From an optimization exercise on the open Yosys and OpenROAD flow, aimed at small area, a short achievable clock period and few clock cycles per item; shortcuts taken in it are not production practice. Function was checked by simulation only, so behaviour that the tests miss may differ from the original. No activity file was given, so power comes from the tool's default toggle rates.

ember:
==> flow/design.v <==
module division(input clk, input rst, input start, input [31:0] dividendo, divisor,
                output [31:0] cociente, residuo, output done);
reg [15:0] rem;       
reg [16:0] dv;        
reg [15:0] quo;       
reg        busy, done_r;
wire [16:0] dv_n;
wire [8:0]  sel;
division_norm u_norm(.n_in(dividendo[15:0]), .d_in(divisor[15:0]),
                     .busy(busy), .dv(dv), .dv_n(dv_n), .sel(sel));
wire        imm = sel[0];
wire [15:0] mark;
genvar t;
generate for (t = 0; t < 8; t = t + 1) begin : g_mark
  assign mark[15 - 2*t] = 1'b0;
  assign mark[14 - 2*t] = sel[t + 1];
end endgenerate
wire        ge1, ge2;
wire [15:0] r1, rem_n;
division_step1 u_s1(.rem(rem), .dv(dv), .ge(ge1), .r(r1));
division_step2 u_s2(.rem(r1), .dv(dv[16:1]), .busy(busy), .n_in(dividendo[15:0]),
                    .ge(ge2), .rem_n(rem_n));
always @(posedge clk) begin
  done_r <= 1'b0;
  if (rst) begin
    busy <= 1'b0;
  end else if (!busy) begin
    if (start) begin
      if (imm)
        done_r <= 1'b1;
      else
        busy <= 1'b1;
    end
  end else if (quo[14]) begin
    busy   <= 1'b0;
    done_r <= 1'b1;
  end
end
always @(posedge clk) begin
  rem <= rem_n;
  dv  <= dv_n;
  if (!busy)
    quo <= mark;
  else
    quo <= {quo[13:0], ge1, ge2};
end
assign cociente = {16'd0, quo[14:0], ge1};
assign residuo  = {17'd0, r1[14:0]};
assign done     = done_r;
endmodule
module division_norm(input [15:0] n_in, d_in, input busy, input [16:0] dv,
                     output reg [16:0] dv_n, output [8:0] sel);
wire [16:0] m2;
assign m2[0] = 1'b1;
genvar i, t;
generate for (i = 1; i < 17; i = i + 1) begin : g_m2
  assign m2[i] = |n_in[15:i-1];
end endgenerate
wire [9:0] tt;
assign tt[0] = 1'b1;
assign tt[9] = 1'b0;
generate for (t = 1; t < 9; t = t + 1) begin : g_tt
  wire [32:0] sd = {17'd0, d_in} << (2 * t);
  assign tt[t] = ~|(sd & ~{16'd0, m2});
end endgenerate
assign sel = tt[8:0] & ~tt[9:1];
integer k;
always @* begin
  dv_n = {17{busy}} & {2'b0, dv[16:2]};
  for (k = 0; k < 9; k = k + 1)
    dv_n = dv_n | ({17{sel[k] & ~busy}} & ({1'b0, d_in} << (2 * k)));
end
endmodule
module division_step1(input [15:0] rem, input [16:0] dv, output ge, output [15:0] r);
assign ge = ~dv[16] && (rem >= dv[15:0]);
assign r  = ge ? rem - dv[15:0] : rem;
endmodule
module division_step2(input [15:0] rem, input [15:0] dv, input busy, input [15:0] n_in,
                      output ge, output [15:0] rem_n);
assign ge    = rem >= dv;
assign rem_n = !busy ? n_in : (ge ? rem - dv : rem);
endmodule
export LEC_CHECK = 0
export CAP_MARGIN = 20
export CORE_MARGIN = 2
export CORE_UTILIZATION = 40
export PLACE_DENSITY = 0.6
export SLEW_MARGIN = 20
create_clock -name core_clock -period 10.0 [get_ports {clk}]
standard.sh (not shown) runs the stock make flow with config.mk's settings and CLKGATE_MAP_FILE= SYNTH_SCRIPT=/design/flow/synth_recipe.tcl, a recipe that flattens the netlist after the stock synthesis.
==> flow/flow/run.sh <==
#!/bin/bash
# The standard layout (standard.sh) with these changes to how it is made:
# - synthesis keeps the three combinational modules apart until ABC maps
#   them, and ABC maps each module with its own delay-targeted,
#   area-recovering script (flow/abc_*.script: normalisation 1500 ps, first
#   step 1100 ps, second step 1800 ps, top 2500 ps), without the adder cell
#   step; the netlist is then flattened as in the standard synthesis;
# - ports are buffered with the smallest buffer;
# - repair_timing aims at setup margin 5.5 ns.
# Each ORFS step keeps its own log under orfs/logs; make's output goes to standard.log.
set -euo pipefail
F=$(pwd)/flow
bash standard.sh SETUP_SLACK_MARGIN=5.5 "BUFFER_PORTS_ARGS=-buffer_cell sky130_fd_sc_hd__buf_1" ADDER_MAP_FILE= \
  SYNTH_SCRIPT=$F/synth_mod.tcl "SYNTH_KEEP_MODULES=division_norm division_step1 division_step2" \
  "ABC_MODULES=division division_norm division_step1 division_step2" \
  CUSTOM_ABC_SCRIPT=$F/abc_top.script ABC_SCRIPT_division_norm=$F/abc_norm.script \
  ABC_SCRIPT_division_step1=$F/abc_step1.script ABC_SCRIPT_division_step2=$F/abc_step2.script \
   finish > standard.log 2>&1
==> flow/flow/abc_norm.script <==
strash
dc2
dch
map -D 1500
topo
stime -c
buffer -c
upsize -c -D 1500
dnsize -c -D 1500
==> flow/flow/abc_step1.script <==
strash
dc2
dch
map -D 1100
topo
stime -c
buffer -c
upsize -c -D 1100
dnsize -c -D 1100
==> flow/flow/abc_step2.script <==
strash
dc2
dch
map -D 1800
topo
stime -c
buffer -c
upsize -c -D 1800
dnsize -c -D 1800
==> flow/flow/abc_top.script <==
strash
dc2
dch
map -D 2500
topo
stime -c
buffer -c
upsize -c -D 2500
dnsize -c -D 2500
==> flow/flow/synth_mod.tcl <==
# The standard flow's synthesis script (ORFS synthesis without the fsm and share passes,
# flattened, function nets renamed).  ABC maps each module of ABC_MODULES
# (the top and the combinational modules kept by SYNTH_KEEP_MODULES) with its
# own delay-targeted script: ABC_SCRIPT_<module> if set, else CUSTOM_ABC_SCRIPT.
proc synth {args} { yosys synth -nofsm -noshare {*}$args }
proc abc {args} {
  set i [lsearch -exact $args -script]
  foreach m $::env(ABC_MODULES) {
    set key ABC_SCRIPT_$m
    set s $::env(CUSTOM_ABC_SCRIPT)
    if { [info exists ::env($key)] } { set s $::env($key) }
    set a [lreplace $args [expr {$i + 1}] [expr {$i + 1}] $s]
    yosys abc {*}$a $m
  }
}
source $::env(SCRIPTS_DIR)/synth.tcl
# left out here: clear keep_hierarchy, flatten, clean up, hide names made inside functions, write 1_2_yosys.v
Testbench counts of ember, summed over its fixed seeds: cycles 12,906, items 4,000.
The inputs of pepper differ from those of ember as listed below.
-- flow/flow/run.sh --
<<< ember, line 4
#   them, and ABC maps each module with its own delay-targeted,
#   area-recovering script (flow/abc_*.script: normalisation 1500 ps, first
#   step 1100 ps, second step 1800 ps, top 2500 ps), without the adder cell
#   step; the netlist is then flattened as in the standard synthesis;
# - ports are buffered with the smallest buffer;
>>> pepper, line 4
#   them, and ABC maps each module with its own delay-targeted,
#   area-recovering script (flow/abc_*.script: normalisation 1500 ps, first
#   step 1100 ps, second step 2200 ps, top 3000 ps), without the adder cell
#   step; the netlist is then flattened as in the standard synthesis;
# - ports are buffered with the smallest buffer;
-- flow/flow/abc_norm.script --
<<< ember, line 1
strash
dc2
dch
map -D 1500
>>> pepper, line 1
strash
dch
map -D 1500
==> flow/flow/abc_step1.script <==
strash
dch
map -D 1100
topo
stime -c
buffer -c
upsize -c -D 1100
dnsize -c -D 1100
==> flow/flow/abc_step2.script <==
strash
dch
map -D 2200
topo
stime -c
buffer -c
upsize -c -D 2200
dnsize -c -D 2200
==> flow/flow/abc_top.script <==
strash
dch
map -D 3000
topo
stime -c
buffer -c
upsize -c -D 3000
dnsize -c -D 3000
Findings:
ember has a lower synthesized area than pepper.
Route | pepper vs ember | wire longer in pepper
Looking only at sequential power, and setting everything else aside, the higher value of ember and pepper goes to pepper.
No run among ember and pepper stopped early or left any final violation; all are clean.
Post-route worst setup slack, ember and pepper: lower on ember
Input changes introduced in quartz (baseline for comparison: pepper):
-- flow/flow/run.sh --
<<< pepper, line 4
#   them, and ABC maps each module with its own delay-targeted,
#   area-recovering script (flow/abc_*.script: normalisation 1500 ps, first
#   step 1100 ps, second step 2200 ps, top 3000 ps), without the adder cell
#   step; the netlist is then flattened as in the standard synthesis;
# - ports are buffered with the smallest buffer;
>>> quartz, line 4
#   them, and ABC maps each module with its own delay-targeted,
#   area-recovering script (flow/abc_*.script: normalisation 1500 ps, first
#   step 1100 ps, second step 1800 ps, top 2500 ps), without the adder cell
#   step; the netlist is then flattened as in the standard synthesis;
# - ports are buffered with the smallest buffer;
==> flow/flow/abc_norm.script <==
strash
dch
map -D 1500
topo
stime -c
upsize -c -D 1500
dnsize -c -D 1500
==> flow/flow/abc_step1.script <==
strash
dch
map -D 1100
topo
stime -c
upsize -c -D 1100
dnsize -c -D 1100
==> flow/flow/abc_step2.script <==
strash
dch
map -D 1800
topo
stime -c
upsize -c -D 1800
dnsize -c -D 1800
==> flow/flow/abc_top.script <==
strash
dch
map -D 2500
topo
stime -c
upsize -c -D 2500
dnsize -c -D 2500
### Flow results
- Of quartz and pepper, quartz shows the higher final core utilization, with pepper below it.
- Fraction of power spent switching nets: quartz higher than pepper
- Sort quartz and pepper by area of the multi-input gates asc -> top: quartz
- The run showing the greater wire length of the first global-routing pass is pepper.
- Die size: quartz is under pepper
Input changes introduced in harbor (baseline for comparison: quartz):
-- flow/flow/run.sh --
<<< quartz, line 16
  CUSTOM_ABC_SCRIPT=$F/abc_top.script ABC_SCRIPT_division_norm=$F/abc_norm.script \
  ABC_SCRIPT_division_step1=$F/abc_step1.script ABC_SCRIPT_division_step2=$F/abc_step2.script \
   finish > standard.log 2>&1
>>> harbor, line 16
  CUSTOM_ABC_SCRIPT=$F/abc_top.script ABC_SCRIPT_division_norm=$F/abc_norm.script \
  ABC_SCRIPT_division_step1=$F/abc_step1.script ABC_SCRIPT_division_step2=$F/abc_step2.script \
  CTS_BUF_LIST=sky130_fd_sc_hd__clkbuf_8 finish > standard.log 2>&1
==> flow/flow/abc_norm.script <==
strash
dch
map -D 1500
topo
stime -c
buffer -c
upsize -c -D 1500
dnsize -c -D 1500
==> flow/flow/abc_step1.script <==
strash
dch
map -D 1100
topo
stime -c
buffer -c
upsize -c -D 1100
dnsize -c -D 1100
==> flow/flow/abc_step2.script <==
strash
dch
map -D 1800
topo
stime -c
buffer -c
upsize -c -D 1800
dnsize -c -D 1800
==> flow/flow/abc_top.script <==
strash
dch
map -D 2500
topo
stime -c
buffer -c
upsize -c -D 2500
dnsize -c -D 2500
- When the final numbers for quartz and harbor were put side by side, the wire length after detailed routing turned out to be smaller in harbor.
- Routed metal-1 wire length, quartz and harbor: smaller value in harbor
- Count of clock-buffer cells in the layout, quartz and harbor: larger value in quartz
- The lower number of ordinary and repair buffers in the finished layout came out of quartz.
- Summary of the comparison: layout overhead on the synthesized area is lower in harbor, relative to quartz.
- Compared to quartz, harbor leaves more free space in the core.
- harbor: share of power burned in the clock network is 7.0 points lower than what quartz reported.
- Setup slack of quartz is on par with harbor.
- The fraction of the mapped netlist area in simple logic gates of harbor falls short of that of quartz by 0.71 points.
- Comparing cell area for quartz and harbor, the smaller number came from quartz.

---

## amber
Starts from the design.v that is shown in full above.
clock: 10.0 ns
lec_check: 0
cap_margin: 20
core_margin: 2
core_utilization: 40
place_density: 0.6
slew_margin: 20
==> flow/flow/run.sh <==
#!/bin/bash
# The standard layout (standard.sh) with these changes to how it is made:
# - synthesis keeps the three combinational modules apart until ABC maps
#   them, and ABC maps each module with its own delay-targeted,
#   area-recovering script (flow/abc_*.script: normalisation 1500 ps, first
#   step 1100 ps, second step 1800 ps, top 2500 ps), without the adder cell
#   step; the netlist is then flattened as in the standard synthesis;
# - ports are buffered with the smallest buffer;
# - repair_timing aims at setup margin 5.7 ns.
# Each ORFS step keeps its own log under orfs/logs; make's output goes to standard.log.
set -euo pipefail
F=$(pwd)/flow
bash standard.sh SETUP_SLACK_MARGIN=5.7 "BUFFER_PORTS_ARGS=-buffer_cell sky130_fd_sc_hd__buf_1" ADDER_MAP_FILE= \
  SYNTH_SCRIPT=$F/synth_mod.tcl "SYNTH_KEEP_MODULES=division_norm division_step1 division_step2" \
  "ABC_MODULES=division division_norm division_step1 division_step2" \
  CUSTOM_ABC_SCRIPT=$F/abc_top.script ABC_SCRIPT_division_norm=$F/abc_norm.script \
  ABC_SCRIPT_division_step1=$F/abc_step1.script ABC_SCRIPT_division_step2=$F/abc_step2.script \
   finish > standard.log 2>&1
==> flow/flow/abc_norm.script <==
strash
dch
map -D 1500
topo
stime -c
buffer -c
upsize -c -D 1500
dnsize -c -D 1500
==> flow/flow/abc_step1.script <==
strash
dch
map -D 1100
topo
stime -c
buffer -c
upsize -c -D 1100
dnsize -c -D 1100
==> flow/flow/abc_step2.script <==
strash
dch
map -D 1800
topo
stime -c
buffer -c
upsize -c -D 1800
dnsize -c -D 1800
==> flow/flow/abc_top.script <==
strash
dch
map -D 2500
topo
stime -c
buffer -c
upsize -c -D 2500
dnsize -c -D 2500
Scripts as last shown in full above: flow/flow/synth_mod.tcl
Per the final summary, amber finished and its layout is clean on timing, DRC and antenna.
Testbench counts of amber, summed over its fixed seeds: cycles 12,906, items 4,000.
The inputs of sierra differ from those of amber as listed below.
diff --git a/flow/flow/run.sh b/flow/flow/run.sh
--- a/flow/flow/run.sh
+++ b/flow/flow/run.sh
@@ -4,12 +4,12 @@
 #   them, and ABC maps each module with its own delay-targeted,
 #   area-recovering script (flow/abc_*.script: normalisation 1500 ps, first
-#   step 1100 ps, second step 1800 ps, top 2500 ps), without the adder cell
+#   step 1150 ps, second step 1800 ps, top 2500 ps), without the adder cell
 #   step; the netlist is then flattened as in the standard synthesis;
 # - ports are buffered with the smallest buffer;
-# - repair_timing aims at setup margin 5.7 ns.
+# - repair_timing aims at setup margin 5.5 ns.
 # Each ORFS step keeps its own log under orfs/logs; make's output goes to standard.log.
 set -euo pipefail
 F=$(pwd)/flow
-bash standard.sh SETUP_SLACK_MARGIN=5.7 "BUFFER_PORTS_ARGS=-buffer_cell sky130_fd_sc_hd__buf_1" ADDER_MAP_FILE= \
+bash standard.sh SETUP_SLACK_MARGIN=5.5 "BUFFER_PORTS_ARGS=-buffer_cell sky130_fd_sc_hd__buf_1" ADDER_MAP_FILE= \
   SYNTH_SCRIPT=$F/synth_mod.tcl "SYNTH_KEEP_MODULES=division_norm division_step1 division_step2" \
   "ABC_MODULES=division division_norm division_step1 division_step2" \
==> flow/flow/abc_step1.script <==
strash
dch
map -D 1150
topo
stime -c
buffer -c
upsize -c -D 1150
dnsize -c -D 1150
==> summary.txt <==
Looking at the reports, amber completed the entire flow and the layout it produced met the timing, DRC and antenna checks. sierra | status: complete | timing, DRC, antenna: pass. Reported for sierra and amber, maximum fanout count along the critical path turned out identical to the last digit. Between sierra and amber, the difference in count of endpoints failing setup in the final report is negligible. On minimum setup slack after placement, amber loses to sierra. Arrival time of the worst setup path (sierra over amber): increase, 100 ps. Row routed length per placed instance: sierra lower / amber higher.
Edits applied to the flow inputs when going from sierra to garnet:
diff --git a/flow/flow/run.sh b/flow/flow/run.sh
--- a/flow/flow/run.sh
+++ b/flow/flow/run.sh
@@ -4,12 +4,12 @@
 #   them, and ABC maps each module with its own delay-targeted,
 #   area-recovering script (flow/abc_*.script: normalisation 1500 ps, first
-#   step 1150 ps, second step 1800 ps, top 2500 ps), without the adder cell
+#   step 1100 ps, second step 1800 ps, top 2500 ps), without the adder cell
 #   step; the netlist is then flattened as in the standard synthesis;
 # - ports are buffered with the smallest buffer;
-# - repair_timing aims at setup margin 5.5 ns.
+# - repair_timing aims at setup margin 5.3 ns.
 # Each ORFS step keeps its own log under orfs/logs; make's output goes to standard.log.
 set -euo pipefail
 F=$(pwd)/flow
-bash standard.sh SETUP_SLACK_MARGIN=5.5 "BUFFER_PORTS_ARGS=-buffer_cell sky130_fd_sc_hd__buf_1" ADDER_MAP_FILE= \
+bash standard.sh SETUP_SLACK_MARGIN=5.3 "BUFFER_PORTS_ARGS=-buffer_cell sky130_fd_sc_hd__buf_1" ADDER_MAP_FILE= \
   SYNTH_SCRIPT=$F/synth_mod.tcl "SYNTH_KEEP_MODULES=division_norm division_step1 division_step2" \
   "ABC_MODULES=division division_norm division_step1 division_step2" \
==> flow/flow/abc_step1.script <==
strash
dch
map -D 1100
topo
stime -c
buffer -c
upsize -c -D 1100
dnsize -c -D 1100
==> summary.txt <==
garnet completed; timing, DRC and antenna clean
In the reports for sierra and garnet, the larger area after synthesis belongs to garnet.
Area growth from synthesis to layout, sierra and garnet, lower one = garnet.
On worst slew margin relative to its limit, garnet does better than sierra.
Against sierra, garnet reports a power share of the clock group that is higher.
[compare] base=sierra new=garnet: count of vias placed by the detailed router moved down; flip-flop and latch area shrank by about 1.7%.
Any difference in number of placed cells counting well taps between garnet and sierra is small enough to ignore.
STATUS post-layout minimum cycle time: garnet loses against sierra
Number of standard cells after synthesis, sierra and garnet, higher one = garnet.
Compared with sierra, garnet shows a design area that is 4.2% lower.
Sort sierra and garnet by fill cell instance count of the final layout desc -> top: sierra
Modified inputs, raven compared to garnet
diff --git a/flow/flow/run.sh b/flow/flow/run.sh
--- a/flow/flow/run.sh
+++ b/flow/flow/run.sh
@@ -7,12 +7,12 @@
 #   step; the netlist is then flattened as in the standard synthesis;
 # - ports are buffered with the smallest buffer;
-# - repair_timing aims at setup margin 5.3 ns.
+# - repair_timing aims at setup margin 5.5 ns.
 # Each ORFS step keeps its own log under orfs/logs; make's output goes to standard.log.
 set -euo pipefail
 F=$(pwd)/flow
-bash standard.sh SETUP_SLACK_MARGIN=5.3 "BUFFER_PORTS_ARGS=-buffer_cell sky130_fd_sc_hd__buf_1" ADDER_MAP_FILE= \
+bash standard.sh SETUP_SLACK_MARGIN=5.5 "BUFFER_PORTS_ARGS=-buffer_cell sky130_fd_sc_hd__buf_1" ADDER_MAP_FILE= \
   SYNTH_SCRIPT=$F/synth_mod.tcl "SYNTH_KEEP_MODULES=division_norm division_step1 division_step2" \
   "ABC_MODULES=division division_norm division_step1 division_step2" \
   CUSTOM_ABC_SCRIPT=$F/abc_top.script ABC_SCRIPT_division_norm=$F/abc_norm.script \
   ABC_SCRIPT_division_step1=$F/abc_step1.script ABC_SCRIPT_division_step2=$F/abc_step2.script \
-   finish > standard.log 2>&1
+  PLACE_DENSITY=0.5 finish > standard.log 2>&1
## What came out
Global-route wire length before repair (higher): raven
Delta (raven minus garnet): worst setup slack now larger, share of post-route cells with drive strength above 1 now larger, proportion of power drawn by the clock network now larger.
Portion of total power attributed to combinational logic in raven is 0.3 points lower than in garnet
raven: post-route standard cell area excluding fillers about 1.4% above garnet
From garnet to raven the numbers moved as follows: total via count after detailed routing increased 78; synthesized cell count essentially unchanged; worst hold slack essentially unchanged; length of routed wiring on met1 increased 2.9%.
> inputs changed (raven -> fjord)
diff --git a/flow/flow/run.sh b/flow/flow/run.sh
--- a/flow/flow/run.sh
+++ b/flow/flow/run.sh
@@ -3,5 +3,5 @@
 # - synthesis keeps the three combinational modules apart until ABC maps
 #   them, and ABC maps each module with its own delay-targeted,
-#   area-recovering script (flow/abc_*.script: normalisation 1500 ps, first
+#   area-recovering script (flow/abc_*.script: normalisation 1700 ps, first
 #   step 1100 ps, second step 1800 ps, top 2500 ps), without the adder cell
 #   step; the netlist is then flattened as in the standard synthesis;
@@ -16,3 +16,3 @@
   CUSTOM_ABC_SCRIPT=$F/abc_top.script ABC_SCRIPT_division_norm=$F/abc_norm.script \
   ABC_SCRIPT_division_step1=$F/abc_step1.script ABC_SCRIPT_division_step2=$F/abc_step2.script \
-  PLACE_DENSITY=0.5 finish > standard.log 2>&1
+   finish > standard.log 2>&1
==> flow/flow/abc_norm.script <==
strash
dch
map -D 1700
topo
stime -c
buffer -c
upsize -c -D 1700
dnsize -c -D 1700
--- outcome ---
Going from raven to fjord, the portion of the clock cycle consumed by the worst path in the final layout was found to have gone up by 0.47 points. Compared with raven, in fjord worst hold slack neither gained nor lost much, utilization picked up an extra 0.56 points.

-- static timing again, ports no longer ideal --
How much do the figures lean on ideal ports? The routed layouts below were timed once more, with nothing changed but the port constraints.
Step 1 (the two cells are an assumption about what drives the block):
set clk [get_ports {clk}]
set_driving_cell -lib_cell sky130_fd_sc_hd__clkbuf_16 $clk
set_driving_cell -lib_cell sky130_fd_sc_hd__buf_2 [delete_from_list [all_inputs] $clk]
Step 2 adds t to the input delays and takes it off the output delays; t is the mean of the earliest and latest rising clock arrival at the registers after step 1. Input paths then give back, and output paths get back, about the clock's delay inside the block.
Slacks: ideal / step 1 / step 2; pairs: ideal / step 1.
run	t, ns	setup slack, ns	worst setup path at the end	latest minus earliest clock arrival (ns)	worst slew at a driven data input, ns
ember	0.334	5.446 / 5.409 / 5.507	input to register	0.012 / 0.012	0.05
pepper	0.321	5.566 / 5.532 / 5.321	input to register	0.007 / 0.007	0.03
quartz	0.331	5.611 / 5.571 / 5.301	input to register	0.007 / 0.008	0.03
harbor	0.344	5.609 / 5.575 / 5.458	input to register	0.007 / 0.007	0.04
amber	0.330	5.727 / 5.688 / 5.486	input to register	0.006 / 0.006	0.04
sierra	0.326	5.627 / 5.588 / 5.415	input to register	0.008 / 0.009	0.04
garnet	0.330	5.477 / 5.479 / 5.150	input to register	0.005 / 0.005	0.04
raven	0.330	5.658 / 5.619 / 5.465	input to register	0.006 / 0.007	0.03
fjord	0.324	5.611 / 5.573 / 5.501	input to register	0.011 / 0.012	0.03
After both steps setup and hold are still met in every run listed. For garnet, which loses most, drivers alone change the setup slack by +0.002 ns; drivers and shift together by -0.327 ns.
